What follows belongs to an exercise in optimizing a design on an open flow for small area and a short achievable clock period; a production flow would make more cautious choices.

red:
==> flow/design.v <==
module Interface (
	input clk,
	input rst,
	input [30*4-1:0] taps,   
	input [29:0] found,
	output reg ext_on,       
	output reg rotp,         
	output reg [4:0] which,
	output reg TX
);
localparam [2:0] IDLE = 3'd0, IDLEC = 3'd1, SELECT = 3'd2, SEND = 3'd3, RESET = 3'd4;
reg [2:0] state;
reg [3:0] i;
reg [2:0] fsm;
reg [3:0] bit_count;
reg [8:0] clk_count;
reg       upper;         
reg       last;          
wire load = (fsm == 3'd1);
integer k;
reg [4:0] hi;
always @(*) begin
	hi = 5'd0;
	for (k = 0; k < 30; k = k + 1)
		if (found[k]) hi = k;
end
reg [3:0] tcode;
always @(posedge clk) tcode <= taps[which*4 +: 4];
reg [3:0] tap;           
always @(*) begin
	case (tcode[3:2])
		2'b00: tap = (tcode[1:0] == 2'b00) ? 4'd8 : {2'b00, tcode[1:0]};
		2'b01: tap = {2'b01, tcode[1:0]};
		2'b10: tap = 4'd9;
		default: tap = tcode[1] ? 4'd10 : 4'd0;
	endcase
end
always @(posedge clk) begin
	if (rst) begin
		ext_on <= 1'b0;
		rotp <= 1'b0;
	end else begin
		ext_on <= ((state == SEND) & (i == 4'd9)) | (state == RESET);
		rotp <= load & (i >= 4'd2) & (i <= 4'd6);
	end
end
always @(posedge clk) begin
	if (rst) begin
		state <= IDLE;
	end else begin
		case (state)
			IDLE, IDLEC: begin
				if (found != 30'd0) begin
					state <= SELECT;
					which <= hi;
				end else
					state <= IDLE;
			end
			SELECT: begin
				state <= SEND;
				i <= 4'd0;
			end
			SEND: begin
				if (load) i <= i + 4'd1;
				if (i == 4'd8) i <= 4'd9;
				if (i == 4'd9) state <= RESET;
			end
			default: state <= IDLEC;
		endcase
	end
end
wire drl = (state == SEND) & (i != 4'd9);
always @(posedge clk)
	clk_count <= (fsm == 3'd3) ? 9'd432 : clk_count - 9'd1;
always @(posedge clk) begin
	if (rst) begin
		fsm <= 3'd0;
		TX <= 1'b1;
	end else begin
		case (fsm)
			3'd0: if (drl) fsm <= 3'd1;
			3'd1: begin
				fsm <= 3'd2;
				upper <= (i == 4'd0) | (i == 4'd7);
				last <= (i == 4'd7);
			end
			3'd2: begin
				fsm <= 3'd3;
				bit_count <= 4'd10;
			end
			3'd3: begin
				fsm <= 3'd4;
				bit_count <= bit_count - 4'd1;
				case (bit_count)
					4'd10: TX <= 1'b0;
					4'd9: TX <= upper ? ~last : tap[0];
					4'd8: TX <= upper | tap[1];
					4'd7: TX <= upper | tap[2];
					4'd6: TX <= upper | tap[3];
					4'd1: TX <= 1'b1;
					default: TX <= upper;
				endcase
			end
			3'd4: begin
				if (clk_count == 9'd0) fsm <= 3'd5;
			end
			3'd5: fsm <= (bit_count == 4'd0) ? 3'd0 : 3'd3;
			default: fsm <= 3'd0;
		endcase
	end
end
endmodule
module SearchModule #(parameter SEED = 1351) (
	input clk,
	input rst,
	input enan,            
	input ext,             
	input rot,             
	input boot,            
	input bootend,         
	input [10:0] sl,       
	output reg found,
	output [3:0] tap       
);
localparam [1:0] PW = 2'd0, PC = 2'd1, PR = 2'd2, PF = 2'd3;
localparam [10:0] S0 = 11'b10000000000;
localparam [10:0] INIT = 11'b10000000000;
reg [32:0] r;
reg [2:0]  b;       
reg [2:0]  m;       
reg [1:0]  ph;
reg [10:0] cnt;
reg [10:0] st;
reg [3:0]  c0, c1, c2, c3, c4, c5;
assign tap = c5;
wire shifting = (ph != PW);
wire fail2    = (ph == PF) & cnt[9];
wire resp     = fail2 | ext;
wire w_end    = (ph == PW) & (boot ? bootend : (cnt[0] & cnt[5]));
wire fin      = (ph == PC) & st[2];
wire [4:0] din = r[29:25] & {~(m[2] & (m[1] | m[0])), ~m[2], ~(m[2] | (m[1] & m[0])), ~(m[2] | m[1]), ~(m[2] | m[1] | m[0])};
wire inrange  = ~din[4] & (din[3:0] != 4'd0) & (din[3:0] <= 4'd10);
wire valid    = (b == 3'd7) & enan & (ph == PC) & ~st[3] & ~st[2] & inrange;
wire run      = (ph == PR) & ~found;
wire low0     = (cnt[9:0] == 10'd0);
wire stinit   = (st == INIT);
wire found_set = run & low0 & ~cnt[10];
wire fail_set  = run & stinit & ~low0;
function [3:0] tcode(input [3:0] p);
	tcode = {p[3] & (p[1] | p[0]), p[2] | (p[3] & p[1]), p[1:0]};
endfunction
function tapv(input [3:0] t, input [10:0] s);
	reg a, b;
	begin
		case (t[1:0]) 2'd0: a = s[8]; 2'd1: a = s[1]; 2'd2: a = s[2]; default: a = s[3]; endcase
		case (t[1:0]) 2'd0: b = s[4]; 2'd1: b = s[5]; 2'd2: b = s[6]; default: b = s[7]; endcase
		case (t[3:2]) 2'd0: tapv = a; 2'd1: tapv = b; 2'd2: tapv = s[9]; default: tapv = s[10] & t[1]; endcase
	end
endfunction
wire fb = st[0] ^ (tapv(c5, st) & tapv(c4, st)) ^ tapv(c3, st) ^ tapv(c2, st) ^ tapv(c1, st) ^ tapv(c0, st);
wire [3:0] dcode = tcode(din[3:0]);
wire cfb = cnt[0] ^ cnt[2] ^ (cnt[10:1] == 10'd0);
wire prfb = r[32] ^ r[22] ^ r[2] ^ r[1];
wire seedbit = |(sl & SEED[10:0]);
always @(posedge clk) begin
	r <= {boot ? seedbit : shifting ? prfb : r[0], r[32:1]};
	if (rst)
		b <= 3'd0;
	else if (shifting)
		b <= b + 3'd1;
	if (shifting & (b == 3'd0))
		m <= 3'd0;
	else if (resp)
		m <= b;
	if (rst | fail2 | (found & ext)) begin
		ph <= PW;
		found <= 1'b0;
	end else begin
		if (w_end) ph <= PC;
		if (fin) ph <= PR;
		if (fail_set) ph <= PF;
		if (found_set) found <= 1'b1;
	end
	if (fail2 | (found & ext) | fin | fail_set)
		cnt <= S0;
	else
		cnt <= {cfb, cnt[10:1]};
	if ((ph == PW) | fin)
		st <= INIT;
	else if (valid | ((ph == PC) & st[3]))
		st <= {1'b0, st[10:1]};
	else if (run)
		st <= {fb, st[10:1]};
	if (valid & ~st[4]) begin
		c0 <= (st[9] && dcode == c0) ? 4'b1100 : dcode;
		{c5, c4, c3, c2, c1} <= {c4, c3, c2, c1, c0};
	end else if (rot) begin
		{c5, c4, c3, c2, c1, c0} <= {c4, c3, c2, c1, c0, c5};
	end
end
endmodule
module FPGA (
	input clk,
	input rst,
	input start,
	output wire TX,
	output reg found_smth,
	output wire startedmod,
	output wire [29:0] found_mods
);
reg start_S;
reg started;
reg started_o;     
reg [5:0] gcnt;      
wire boot = (gcnt != 6'd33);
wire bootend = (gcnt == 6'd32);
wire [10:0] sl;
genvar j;
generate
for (j = 0; j < 11; j = j + 1) begin: SL
	assign sl[j] = (gcnt == j + 1);
end
endgenerate
wire [30*4-1:0] taps;
wire [29:0] found;
wire ext_on, rotp;
wire [4:0] which;
wire [3:0] hi_dec = 4'b0001 << which[4:3];
wire [7:0] lo_dec = 8'b00000001 << which[2:0];
wire [3:0] xa = hi_dec & {4{ext_on}};
wire [3:0] ra = hi_dec & {4{rotp}};
wire enan = started | start_S;
assign startedmod = started_o;
assign found_mods = found;
Interface interfejs (
	.clk    (clk),
	.rst    (rst),
	.taps   (taps),
	.found  (found),
	.ext_on (ext_on),
	.rotp   (rotp),
	.which  (which),
	.TX     (TX)
);
genvar g;
generate
for (g = 0; g < 30; g = g + 1) begin: Trololo
	SearchModule #(.SEED(1351 + g)) szukacz (
		.clk     (clk),
		.rst     (rst),
		.enan    (enan),
		.ext     (xa[g / 8] & lo_dec[g % 8]),
		.rot     (ra[g / 8] & lo_dec[g % 8]),
		.boot    (boot),
		.bootend (bootend),
		.sl      (sl),
		.found   (found[g]),
		.tap     (taps[g*4 +: 4])
	);
end
endgenerate
always @(posedge clk) begin
	if (rst) begin
		found_smth <= 1'b0;
		start_S <= 1'b0;
		started <= 1'b0;
		started_o <= 1'b0;
		gcnt <= 6'd0;
	end else begin
		if (boot) gcnt <= gcnt + 6'd1;
		if (!start) start_S <= 1'b1;
		if (start_S) started <= 1'b1;
		if (start_S) started_o <= 1'b1;
		found_smth <= (found != 30'd0);
	end
end
endmodule
make LEC_CHECK=0 CAP_MARGIN=20 CORE_MARGIN=2 CORE_UTILIZATION=40 CTS_BUF_LIST=sky130_fd_sc_hd__clkbuf_16 CTS_CLUSTER_DIAMETER=120 CTS_CLUSTER_SIZE=28 SETUP_SLACK_MARGIN=5 SLEW_MARGIN=20 finish   # period 8.0 ns
run.sh (not shown) runs the stock make flow with config.mk's settings and CLKGATE_MAP_FILE= SYNTH_SCRIPT=/design/flow/synth_recipe.tcl, a recipe that flattens the netlist after the stock synthesis.
For blue, these inputs were changed with respect to red:
-- flow/design.v --
<<< red, line 4
	input [30*4-1:0] taps,   
	input [29:0] found,
	output reg ext_on,       
	output reg rotp,         
	output reg [4:0] which,
	output reg TX
>>> blue, line 4
	input [30*4-1:0] taps,   
	input [29:0] found,
	output ext_on,           
	output rotp,             
	output reg [4:0] which,
	output reg TX
<<< red, line 17
reg       upper;         
reg       last;          
wire load = (fsm == 3'd1);
integer k;
reg [4:0] hi;
>>> blue, line 17
reg       upper;         
reg       last;          
assign ext_on = (state == RESET) | (state == IDLEC);
wire load = (fsm == 3'd1);
assign rotp = load & (i >= 4'd2) & (i <= 4'd6);
integer k;
reg [4:0] hi;
<<< red, line 35
		default: tap = tcode[1] ? 4'd10 : 4'd0;
	endcase
end
always @(posedge clk) begin
	if (rst) begin
		ext_on <= 1'b0;
		rotp <= 1'b0;
	end else begin
		ext_on <= ((state == SEND) & (i == 4'd9)) | (state == RESET);
		rotp <= load & (i >= 4'd2) & (i <= 4'd6);
	end
end
always @(posedge clk) begin
>>> blue, line 37
		default: tap = tcode[1] ? 4'd10 : 4'd0;
	endcase
end
always @(posedge clk) begin
==> summary.txt <==
- blue against red: post-synthesis instance area fell 0.95%; global-route wire length before repair climbed 6300 um.
- reg2reg as the critical path start-end classification was reported by blue, and reg2out by red.
- From red to blue the numbers moved as follows: synthesized cell count went up; buffers inserted during post-CTS setup optimization went down.
- Summary: with red as the reference, area of the die in blue moved down slightly.
Function was not checked in any run of this note: the RTL went through the layout flow alone.

re-timing with driven ports:
The results above use ideal ports. As a check the final layouts listed here were re-extracted and re-timed, cells and wires unchanged.
Step 1 (the two cells are an assumption about what drives the block):
set clk [get_ports {clk}]
set_driving_cell -lib_cell sky130_fd_sc_hd__clkbuf_16 $clk
set_driving_cell -lib_cell sky130_fd_sc_hd__buf_2 [delete_from_list [all_inputs] $clk]
Step 2 moves the port delays by t, midway between the first and last clock arrival at a register: inputs arrive t later, outputs are due t later. That takes back most of the time a late clock gives input paths.
Three values: ideal ports, drivers, drivers and shift; two values: the first two.
run	t (ns)	setup WS [ns]	hold slack, ns	clock arrival spread, ns	pins driven straight from the clock port
red	0.871	4.910 / 4.835 / 4.482	0.317 / 0.317 / 0.317	0.052 / 0.052	1
blue	0.893	4.986 / 4.897 / 4.571	0.309 / 0.309 / 0.309	0.055 / 0.055	1
After both steps every run listed still meets setup and hold. The setup slack of red, which loses most, moves by -0.075 ns with the drivers and by -0.428 ns with both steps.
